Source: an optimization exercise on an open RTL-to-GDS flow (aim: small area). Production flows keep margins and buffers that such runs may drop.
Only simulation tests tie the RTL to the original design; equivalence was not proved.
No activity file was given, so power comes from the tool's default toggle rates.

Setup of v26:
Design digital_voting_system_top, start of the top module:
module digital_voting_system_top (
    input wire master_clk,
    input wire reset,
    input wire [7:0] voter_id_input,
    input wire [3:0] candidate_selection,
    input wire submit_vote,
    input wire authenticate_voter,
    input wire display_results_request,
    input wire system_enable,
    output wire [7:0] system_status,
    output wire [7:0] current_voter_id,
    output wire [3:0] current_candidate,
    output wire vote_accepted,
    output wire vote_rejected,
    output wire system_ready,
    output wire [15:0] total_votes_cast,
    output wire [3:0] winning_candidate_id,
    output wire [15:0] winning_candidate_votes,
    output wire results_available,
    output wire [7:0] error_code
);
Size in the first run: roughly 640 cells after synthesis, about 6500 sq um of cells after synthesis.
==> flow/config.mk <==
export PLATFORM = sky130hd
export DESIGN_NAME = digital_voting_system_top
export DESIGN_NICKNAME = digital_voting_system_top
export VERILOG_FILES = /design/flow/design.v
export SDC_FILE = /design/flow/constraint.sdc
export NUM_CORES = 4
export LEC_CHECK = 0
export CAP_MARGIN = 20
export CORE_MARGIN = 2
export CORE_UTILIZATION = 40
export SLEW_MARGIN = 20
==> flow/constraint.sdc <==
create_clock -name core_clock -period 7.0 [get_ports {master_clk}]
set_input_delay 1.4000 -clock core_clock [delete_from_list [all_inputs] [get_ports {master_clk}]]
set_output_delay 1.4000 -clock core_clock [all_outputs]
set_load 0.01 [all_outputs]
standard.sh (not shown) runs the stock make flow with config.mk's settings and CLKGATE_MAP_FILE= SYNTH_SCRIPT=/design/flow/synth_recipe.tcl, a recipe that flattens the netlist after the stock synthesis.
==> flow/flow/run.sh <==
#!/bin/bash
# Own layout flow: the standard synthesis, then an area-oriented re-mapping of
# the combinational logic (flip-flops, half adders and tie cells are kept as
# the standard synthesis made them), then the standard ORFS layout steps with
# small port buffers and a clock tree without dummy loads.
set -euo pipefail
W=$(pwd)
F=$W/flow
R=$W/orfs/results/${FLOW_PLATFORM}/digital_voting_system_top/base
LIB=$FLOW_HOME/platforms/${FLOW_PLATFORM}/lib/sky130_fd_sc_hd__tt_025C_1v80.lib

bash standard.sh synth > $W/synth.log 2>&1

cp $R/1_2_yosys.v $W/standard_1_2_yosys.v
REMAP_LIB=$LIB REMAP_TOP=$FLOW_TOP REMAP_IN=$W/standard_1_2_yosys.v \
REMAP_OUT=$W/remap.v REMAP_ABC=$F/abc_area.script \
    yosys -c $F/remap.tcl > $W/remap.log 2>&1
cp $W/remap.v $R/1_2_yosys.v
rm -f $R/1_synth.odb $R/1_synth.sdc

export BUFFER_PORTS_ARGS="-buffer_cell sky130_fd_sc_hd__buf_1"
export CTS_ARGS="-sink_clustering_enable -repair_clock_nets -dont_use_dummy_load -buf_list {sky130_fd_sc_hd__clkbuf_2 sky130_fd_sc_hd__clkbuf_4} -root_buf sky130_fd_sc_hd__clkbuf_4 -sink_clustering_size 20"
bash standard.sh > $W/layout.log 2>&1
==> flow/flow/abc_area.script <==
strash
dch
map -D 5000
topo
stime -c
buffer -c
upsize -c -D 5000
dnsize -c -D 5000
==> flow/flow/remap.tcl <==
yosys -import
set lib $::env(REMAP_LIB)
set top $::env(REMAP_TOP)
read_liberty -wb -ignore_miss_func $lib
read_verilog $::env(REMAP_IN)
hierarchy -top $top
# keep sequential cells, adders and ties as they are
setattr -mod -set keep_hierarchy 1 =sky130_fd_sc_hd__df* =sky130_fd_sc_hd__ha_* =sky130_fd_sc_hd__fa_* =sky130_fd_sc_hd__conb_*
flatten -wb
opt_clean -purge
tee -o $::env(REMAP_OUT).pre.stat stat -liberty $lib
abc -script $::env(REMAP_ABC) -liberty $lib -dont_use sky130_fd_sc_hd__probe_p_8 -dont_use sky130_fd_sc_hd__probec_p_8 -dont_use sky130_fd_sc_hd__lpflow_*
opt_clean -purge
hilomap -singleton -hicell sky130_fd_sc_hd__conb_1 HI -locell sky130_fd_sc_hd__conb_1 LO
splitnets
opt_clean -purge
tee -o $::env(REMAP_OUT).stat stat -liberty $lib
select -module $top
write_verilog -noattr -noexpr -nohex -nodec -selected $::env(REMAP_OUT)
v26 has completed all stages; timing, DRC and antenna checks passed.
Edits applied to the flow inputs when going from v26 to v51:
- swapping 40 for 65 in CORE_UTILIZATION
diff --git a/flow/flow/run.sh b/flow/flow/run.sh
--- a/flow/flow/run.sh
+++ b/flow/flow/run.sh
@@ -21,3 +21,3 @@
 export BUFFER_PORTS_ARGS="-buffer_cell sky130_fd_sc_hd__buf_1"
-export CTS_ARGS="-sink_clustering_enable -repair_clock_nets -dont_use_dummy_load -buf_list {sky130_fd_sc_hd__clkbuf_2 sky130_fd_sc_hd__clkbuf_4} -root_buf sky130_fd_sc_hd__clkbuf_4 -sink_clustering_size 20"
+export CTS_ARGS="-sink_clustering_enable -repair_clock_nets -dont_use_dummy_load -buf_list {sky130_fd_sc_hd__clkbuf_4} -root_buf sky130_fd_sc_hd__clkbuf_8"
 bash standard.sh > $W/layout.log 2>&1
Findings:
Final critical delay including setup and external delays down 0.097 ns in v51 wrt v26
From v26 to v51 the numbers moved as follows: register-to-register slack grew by 0.10 ns, logic depth of the worst path, buffers included lost 6, die area moved down, maximum frequency up 2.1%.
Compared with v26, v51 shows routed wire length lower by 1.2%.
The global-route usage of v51 exceeds that of v26 by 9.1 points.
The higher proportion of cell area occupied by registers of v26 and v51 is in v51.
For v51, the end of the critical path was voting_sys.vcount.winning_candidate_votes[4], unlike v26, where it was voting_sys.vcount.winning_candidate_votes[12].
Across both runs, utilization was higher for v51 than for v26.
For v10, these inputs were changed with respect to v51:
- changing CORE_UTILIZATION from 65 to 40
- setting CTS_BUF_LIST to sky130_fd_sc_hd__clkbuf_4 sky130_fd_sc_hd__clkbuf_8 for the first time
diff --git a/flow/flow/run.sh b/flow/flow/run.sh
--- a/flow/flow/run.sh
+++ b/flow/flow/run.sh
@@ -21,3 +21,3 @@
 export BUFFER_PORTS_ARGS="-buffer_cell sky130_fd_sc_hd__buf_1"
-export CTS_ARGS="-sink_clustering_enable -repair_clock_nets -dont_use_dummy_load -buf_list {sky130_fd_sc_hd__clkbuf_4} -root_buf sky130_fd_sc_hd__clkbuf_8"
+export CTS_ARGS="-sink_clustering_enable -repair_clock_nets -dont_use_dummy_load"
 bash standard.sh > $W/layout.log 2>&1
--- outcome ---
- Status | v10 and v51 | clean
- Comparing v10 and v51, share of power burned in combinational logic is lower on v10.
- From v51 to v10, count of clock-buffer cells in the layout did not move at all.
- v10 against v51: flip-flop and latch share of the layout cell area lower; net switching power of the design higher.

[separate check: timing with driven ports]
The results above use ideal ports. As a check the final layouts listed here were re-extracted and re-timed, cells and wires unchanged.
Step 1, drivers: a clkbuf_16 drives master_clk and a buf_2 each remaining input, both assumed.
Step 2 moves the port delays by t, midway between the first and last clock arrival at a register: inputs arrive t later, outputs are due t later. That takes back most of the time a late clock gives input paths.
Slacks: ideal / step 1 / step 2; pairs: ideal / step 1.
| run | t (ns) | slack for setup (ns) | worst hold slack (ns) | worst setup path at the end | cell pins on the clock port's net |
|---|---|---|---|---|---|
| v26 | 0.540 | 2.222 / 2.222 / 2.202 | 0.473 / 0.473 / 0.473 | input to register | 1 |
| v51 | 0.437 | 2.319 / 2.319 / 2.166 | 0.465 / 0.465 / 0.465 | input to register | 1 |
| v10 | 0.453 | 2.242 / 2.242 / 2.192 | 0.459 / 0.459 / 0.459 | input to register | 1 |
After both steps every run listed still meets setup and hold. The setup slack of v51, which loses most, moves by 0.000 ns with the drivers and by -0.153 ns with both steps.
